Context: an optimization exercise on an open-source flow, tuned for small area, a short achievable clock period and few clock cycles per item. The choices shown serve that exercise and are no tape-out recipe.
The RTL was checked by simulation tests, not by an equivalence proof against the original design.

## chacha20
module chacha20(input wire clock,
                input wire reset,  
                input wire start,
                input  wire [255:0] key,
                input  wire [63:0] index,  
                input  wire [63:0] nonce,
                output reg done,
                output wire [511:0] out);
Size: about 900 I/O pins, about 0.051 sq mm of cells after synthesis.
clock: 14.0 ns
lec_check: 0
cap_margin: 20
core_margin: 2
core_utilization: 35
cts_cluster_diameter: 80
cts_cluster_size: 30
place_density: 0.65
setup_slack_margin: 2
slew_margin: 20
standard.sh (not shown) runs the stock make flow with config.mk's settings and CLKGATE_MAP_FILE= SYNTH_SCRIPT=/design/flow/synth_recipe.tcl, a recipe that flattens the netlist after the stock synthesis.
==> flow/flow/run.sh <==
#!/bin/bash
# The standard layout, with the port buffers made from the smallest buffer cell.
set -euo pipefail
export BUFFER_PORTS_ARGS="-buffer_cell sky130_fd_sc_hd__buf_1"
bash standard.sh > standard_flow.log 2>&1
Testbench counts at the start, summed over its fixed seeds: cycles 5,376, blocks 256.
Then changed:
--- a/flow/config.mk
+++ b/flow/config.mk
@@ -12,4 +12,3 @@
 export CTS_CLUSTER_SIZE = 30
-export PLACE_DENSITY = 0.65
-export SETUP_SLACK_MARGIN = 2
+export SETUP_SLACK_MARGIN = 2.25
 export SLEW_MARGIN = 20
=> The changed run completed with no timing, DRC or antenna violations; synthesized area does not change; routed wire length goes down by 0.73%; clock skew goes up by 0.032 ns; non-clock buffer count goes down by 52; via count goes down by 1.3%.
Then changed:
--- a/flow/config.mk
+++ b/flow/config.mk
@@ -9,6 +9,6 @@
 export CORE_MARGIN = 2
-export CORE_UTILIZATION = 35
+export CORE_UTILIZATION = 40
 export CTS_CLUSTER_DIAMETER = 80
 export CTS_CLUSTER_SIZE = 30
-export SETUP_SLACK_MARGIN = 2.25
+export SETUP_SLACK_MARGIN = 2
 export SLEW_MARGIN = 20
Non-clock buffer count rises by 83.
Synthesized cell count does not change.
Global-route usage rises by 5.9 points.
Then changed:
==> flow/flow/run.sh (replaced) <==
#!/bin/bash
# The standard layout, with the port buffers made from the smallest buffer cell
# and a clock tree built without dummy loads.
set -euo pipefail
export BUFFER_PORTS_ARGS="-buffer_cell sky130_fd_sc_hd__buf_1"
export CTS_ARGS="-sink_clustering_enable -repair_clock_nets -sink_clustering_size 30 -sink_clustering_max_diameter 80 -dont_use_dummy_load"
bash standard.sh > standard_flow.log 2>&1
--- a/flow/config.mk
+++ b/flow/config.mk
@@ -9,6 +9,4 @@
 export CORE_MARGIN = 2
-export CORE_UTILIZATION = 40
-export CTS_CLUSTER_DIAMETER = 80
-export CTS_CLUSTER_SIZE = 30
-export SETUP_SLACK_MARGIN = 2
+export CORE_UTILIZATION = 35
+export SETUP_SLACK_MARGIN = 2.25
 export SLEW_MARGIN = 20
What happened:
- clock skew climbs by 0.022 ns
- via count decreases by 2.1%
- area after synthesis is unchanged
- die area came out higher by 14%
- global-route usage shrinks by 6.0 points
- first-iteration DRC count falls by 8.5%
- fmax climbs by 2.2%
- final cell count is higher by 1.7%
- wire length climbs by 1.0%
- non-clock buffer count fell by 75

---

Setup of job 8475:
chacha20, a different RTL version from the one above (not shown whole).
Size in the first run: roughly 6700 cells after synthesis, about 520 flip-flops, roughly 0.055 mm^2 of cells after synthesis.
## chacha20
module chacha20(input wire clock,
                input wire reset,  
                input wire start,
                input  wire [255:0] key,
                input  wire [63:0] index,  
                input  wire [63:0] nonce,
                output reg done,
                output wire [511:0] out);
Settings: LEC_CHECK=0, CAP_MARGIN=30, CORE_MARGIN=2, CORE_UTILIZATION=35, SETUP_SLACK_MARGIN=5, SLEW_MARGIN=20; clock period 14.0 ns.
run.sh (not shown) runs the stock make flow with config.mk's settings and CLKGATE_MAP_FILE= SYNTH_SCRIPT=/design/flow/synth_recipe.tcl, a recipe that flattens the netlist after the stock synthesis.
Stock flow here: none of the scripts above is used.
Testbench counts of job 8475, summed over its fixed seeds: cycles 5,376, blocks 256.
#### Input delta (job 6920 over job 8475)
Settings: ABC_AREA now 1, previously not set; SETUP_SLACK_MARGIN now 2, was 5.
==> flow/flow/run.sh (new file) <==
#!/bin/bash
# The standard layout, with the port buffers made from the smallest buffer cell.
set -euo pipefail
export BUFFER_PORTS_ARGS="-buffer_cell sky130_fd_sc_hd__buf_1"
bash standard.sh > standard_flow.log 2>&1
==> flow/standard.sh (new file) <==
#!/bin/bash
# synth_recipe.tcl (not shown) runs the flow's synth.tcl, then flattens the netlist and writes it again
# the make line also repeats each setting of config.mk as NAME=value (left out here)
make -C /OpenROAD-flow-scripts/flow DESIGN_CONFIG=/design/flow/config.mk WORK_HOME=/design/flow/orfs CLKGATE_MAP_FILE= SYNTH_SCRIPT=/design/flow/synth_recipe.tcl "${@:-finish}"
removed: flow/run.sh
--- outcome ---
- Going from job 8475 to job 6920, pre-CTS setup slack up 1130 ps, via count of the first global-routing pass up 6764, sequential fraction of the synthesis area down 1.8 points, cell depth of the worst flop-to-flop path up 5, number of buffers and inverters on the critical path up 3.
- Combinational family with the most area after synthesis = simple AND/OR/NAND/NOR gates: job 6920; combinational family with the most area after synthesis = compound AO/OA/AOI/OAI gates: job 8475
- Met1 capacity usage during global routing (job 6920 over job 8475): increase, 2.1 points
- The DRC marker count from the first detailed-route iteration of job 6920 was inferior to that of job 8475.
- Post-synthesis to final-layout area growth | job 6920 below job 8475
--- input diff job 6920..job 1242 ---
Settings: ABC_AREA no longer set, was 1; SETUP_SLACK_MARGIN now 3, was 2.
Findings:
Job 1242 did not stop at any stage, and its layout met the timing, DRC and antenna checks.
Re routed wire length: job 6920 was higher than job 1242.
Going from job 6920 to job 1242, count of clock-buffer cells in the layout saw a decrease, fraction of cell area in non-clock buffers saw an increase, global routing met3 resource utilization saw an increase, highest clock frequency the design can meet saw an increase.
### job 1242 -> job 3381
Settings: changing SETUP_SLACK_MARGIN from 3 to 0.5; setting ABC_AREA to 1 for the first time.
==> flow/run.sh (new file) <==
#!/bin/bash
# synth_recipe.tcl (not shown) runs the flow's synth.tcl, then flattens the netlist and writes it again
# the make line also repeats each setting of config.mk as NAME=value (left out here)
make -C /OpenROAD-flow-scripts/flow DESIGN_CONFIG=/design/flow/config.mk WORK_HOME=/design/flow/orfs CLKGATE_MAP_FILE= SYNTH_SCRIPT=/design/flow/synth_recipe.tcl finish
removed: flow/flow/run.sh
removed: flow/standard.sh
==> summary.txt <==
As far as starting utilization of the core area is concerned, job 3381 and job 1242 perform about the same. Job 3381 vs. job 1242: number of inserted filler cells in the final layout up about 15%; worst setup slack -1130 ps.
#### Input delta (job 8082 over job 3381)
Settings: ABC_AREA no longer set, was 1.
==> flow/flow/run.sh (new file) <==
#!/bin/bash
# The standard layout, with the port buffers made from the smallest buffer cell.
set -euo pipefail
export BUFFER_PORTS_ARGS="-buffer_cell sky130_fd_sc_hd__buf_1"
bash standard.sh > standard_flow.log 2>&1
==> flow/standard.sh (new file) <==
#!/bin/bash
# synth_recipe.tcl (not shown) runs the flow's synth.tcl, then flattens the netlist and writes it again
# the make line also repeats each setting of config.mk as NAME=value (left out here)
make -C /OpenROAD-flow-scripts/flow DESIGN_CONFIG=/design/flow/config.mk WORK_HOME=/design/flow/orfs CLKGATE_MAP_FILE= SYNTH_SCRIPT=/design/flow/synth_recipe.tcl "${@:-finish}"
removed: flow/run.sh
## What came out
STATUS total non-filler cell area in the finished layout: job 8082 wins against job 3381. From job 3381 to job 8082 the numbers moved as follows: die extent in x decreased by 4.7% relative to the old numbers. From job 3381 to job 8082 the numbers moved as follows: net count of the mapped netlist fell 2734; first-pass GRT wire length fell about 17%; final worst slack fell 670 ps. Compared with job 3381, cell area after placement in job 8082 decreased by more than 10%. [compare] base=job 3381 new=job 8082: total placed cells including tap cells down about 23%; number of multi-input combinational cells in the layout down 23%; post-CTS setup-driven buffer insertion count up 1.

---

chacha20 with an RTL version that a note above also has.
For scale: about 6,200 cells after synthesis, ~900 I/O pins, ~51,000 µm² of cells after synthesis.
clock: 14.0 ns
lec_check: 0
cap_margin: 20
core_margin: 2
core_utilization: 35
cts_cluster_diameter: 80
cts_cluster_size: 30
setup_slack_margin: 2.5
slew_margin: 20
tns_end_percent: 10
standard.sh (not shown) runs the stock make flow with config.mk's settings and CLKGATE_MAP_FILE= SYNTH_SCRIPT=/design/flow/synth_recipe.tcl, a recipe that flattens the netlist after the stock synthesis.
==> flow/flow/run.sh <==
#!/bin/bash
# The standard layout, with the port buffers made from the smallest buffer cell.
set -euo pipefail
export BUFFER_PORTS_ARGS="-buffer_cell sky130_fd_sc_hd__buf_1"
bash standard.sh > standard_flow.log 2>&1
The baseline completed with no timing, DRC or antenna violations.
Testbench counts at the start, summed over its fixed seeds: cycles 5,376, blocks 256.
Next try:
==> flow/flow/run.sh (replaced) <==
#!/bin/bash
# The standard layout, with the port buffers made from the smallest buffer cell
# and a clock tree built without dummy loads.
set -euo pipefail
export BUFFER_PORTS_ARGS="-buffer_cell sky130_fd_sc_hd__buf_1"
export CTS_ARGS="-sink_clustering_enable -repair_clock_nets -sink_clustering_size 30 -sink_clustering_max_diameter 80 -dont_use_dummy_load"
bash standard.sh > standard_flow.log 2>&1
==> flow/config.mk (replaced) <==
export PLATFORM = sky130hd
export DESIGN_NAME = chacha20
export DESIGN_NICKNAME = chacha20
export VERILOG_FILES = /design/flow/design.v
export SDC_FILE = /design/flow/constraint.sdc
export NUM_CORES = 8
export LEC_CHECK = 0
export CAP_MARGIN = 15
export CORE_MARGIN = 2
export CORE_UTILIZATION = 35
export SETUP_SLACK_MARGIN = 2
export SLEW_MARGIN = 15
The new run finished clean; worst hold slack hardly moves; die area stays the same.
Next try:
==> flow/flow/run.sh (replaced) <==
#!/bin/bash
# The standard layout, with the port buffers made from the smallest buffer cell.
set -euo pipefail
export BUFFER_PORTS_ARGS="-buffer_cell sky130_fd_sc_hd__buf_1"
bash standard.sh > standard_flow.log 2>&1
--- a/flow/config.mk
+++ b/flow/config.mk
@@ -6,7 +6,9 @@
 export NUM_CORES = 8
 export LEC_CHECK = 0
-export CAP_MARGIN = 15
+export CAP_MARGIN = 20
 export CORE_MARGIN = 2
 export CORE_UTILIZATION = 35
-export SETUP_SLACK_MARGIN = 2
-export SLEW_MARGIN = 15
+export CTS_CLUSTER_DIAMETER = 80
+export CTS_CLUSTER_SIZE = 30
+export SETUP_SLACK_MARGIN = 2.5
+export SLEW_MARGIN = 20
=> Cell area went up by a few percent. Maximum frequency went up by a few percent. Die area does not change. Clock-buffer cell count went up by 2. Sequential share of layout area went down by 0.62 points. Utilization went up by 1.8 points. Critical path depth went up by 1. Global-route usage hardly moves.
Next try:
--- a/flow/config.mk
+++ b/flow/config.mk
@@ -11,4 +11,4 @@
 export CTS_CLUSTER_DIAMETER = 80
 export CTS_CLUSTER_SIZE = 30
-export SETUP_SLACK_MARGIN = 2.5
+export SETUP_SLACK_MARGIN = 2
 export SLEW_MARGIN = 20
The new run completed without violations.
Die area does not change.
Routed wire length shrinks by 0.51%.
Design area shrinks by 2.8%.
Utilization shrinks by 1.3 points.
Area after synthesis stays the same.
Setup slack got worse by 260 ps.
Critical path depth shrinks by 3.
Global-route usage hardly moves.
Next try:
--- a/flow/config.mk
+++ b/flow/config.mk
@@ -13,2 +13,3 @@
 export SETUP_SLACK_MARGIN = 2
 export SLEW_MARGIN = 20
+export TNS_END_PERCENT = 10
The changed run produced a clean layout.
First-iteration DRC count climbs by 3.6%.
Clock skew climbs by 15 ps.
Design area barely changes.
Wire length stays flat.
Worst setup slack gets worse by 64 ps.
Next try:
==> flow/flow/run.sh (replaced) <==
#!/bin/bash
# The standard layout, with the port buffers made from the smallest buffer cell
# and a clock tree built without dummy loads.
set -euo pipefail
export BUFFER_PORTS_ARGS="-buffer_cell sky130_fd_sc_hd__buf_1"
export CTS_ARGS="-sink_clustering_enable -repair_clock_nets -sink_clustering_size 30 -sink_clustering_max_diameter 80 -dont_use_dummy_load"
bash standard.sh > standard_flow.log 2>&1
--- a/flow/config.mk
+++ b/flow/config.mk
@@ -9,7 +9,4 @@
 export CORE_MARGIN = 2
 export CORE_UTILIZATION = 35
-export CTS_CLUSTER_DIAMETER = 80
-export CTS_CLUSTER_SIZE = 30
 export SETUP_SLACK_MARGIN = 2
 export SLEW_MARGIN = 20
-export TNS_END_PERCENT = 10
Outcome:
- worst setup slack degrades by 7.1 ps
- non-clock buffer count went up by 5
- routed wire length is about the same
- worst hold slack degrades by 6.6 ps
- sequential share of layout area rises by 0.17 points
- die area does not change
- critical path depth went up by 1
- global-route usage is about the same

## what the ideal ports hide
Ports are ideal in the flow. The routed layouts listed here were re-timed in OpenROAD.
Step 1 assumes that a clkbuf_16 drives the clock port and a buf_2 every other input.
Step 2 adds t to the input delays and takes it off the output delays; t is the mean of the earliest and latest rising clock arrival at the registers after step 1. Input paths then give back, and output paths get back, about the clock's delay inside the block.
Three values: no drivers, after step 1, after step 2; two values: the first two.
run | t (ns) | setup WS [ns] | worst setup path after step 2 | slew at the worst register clock pin (ns)
the first run of note 1 | 0.813 | 2.132 / 2.132 / 2.132 | register to register | 0.10 / 0.10
the second run of note 1 | 0.810 | 2.317 / 2.317 / 2.317 | register to register | 0.11 / 0.11
the third run of note 1 | 0.805 | 2.046 / 2.046 / 2.046 | register to register | 0.11 / 0.11
the fourth run of note 1 | 0.777 | 2.303 / 2.303 / 2.303 | register to register | 0.10 / 0.10
job 8475 | 0.780 | 2.167 / 2.167 / 2.167 | register to register | 0.07 / 0.07
job 6920 | 0.820 | 2.204 / 2.204 / 2.204 | register to register | 0.07 / 0.07
job 1242 | 0.786 | 2.554 / 2.554 / 2.554 | register to register | 0.07 / 0.07
job 3381 | 0.819 | 1.420 / 1.420 / 1.420 | register to register | 0.07 / 0.07
job 8082 | 0.792 | 0.750 / 0.750 / 0.750 | register to register | 0.07 / 0.07
the first run of note 3 | 0.806 | 2.408 / 2.408 / 2.408 | register to register | 0.11 / 0.11
the second run of note 3 | 0.779 | 2.170 / 2.170 / 2.170 | register to register | 0.10 / 0.10
the third run of note 3 | 0.812 | 2.452 / 2.452 / 2.452 | register to register | 0.11 / 0.11
the fourth run of note 3 | 0.806 | 2.193 / 2.193 / 2.193 | register to register | 0.10 / 0.10
the fifth run of note 3 | 0.807 | 2.130 / 2.130 / 2.130 | register to register | 0.11 / 0.11
the sixth run of note 3 | 0.775 | 2.122 / 2.122 / 2.122 | register to register | 0.11 / 0.11
After both steps every run listed still meets setup and hold.
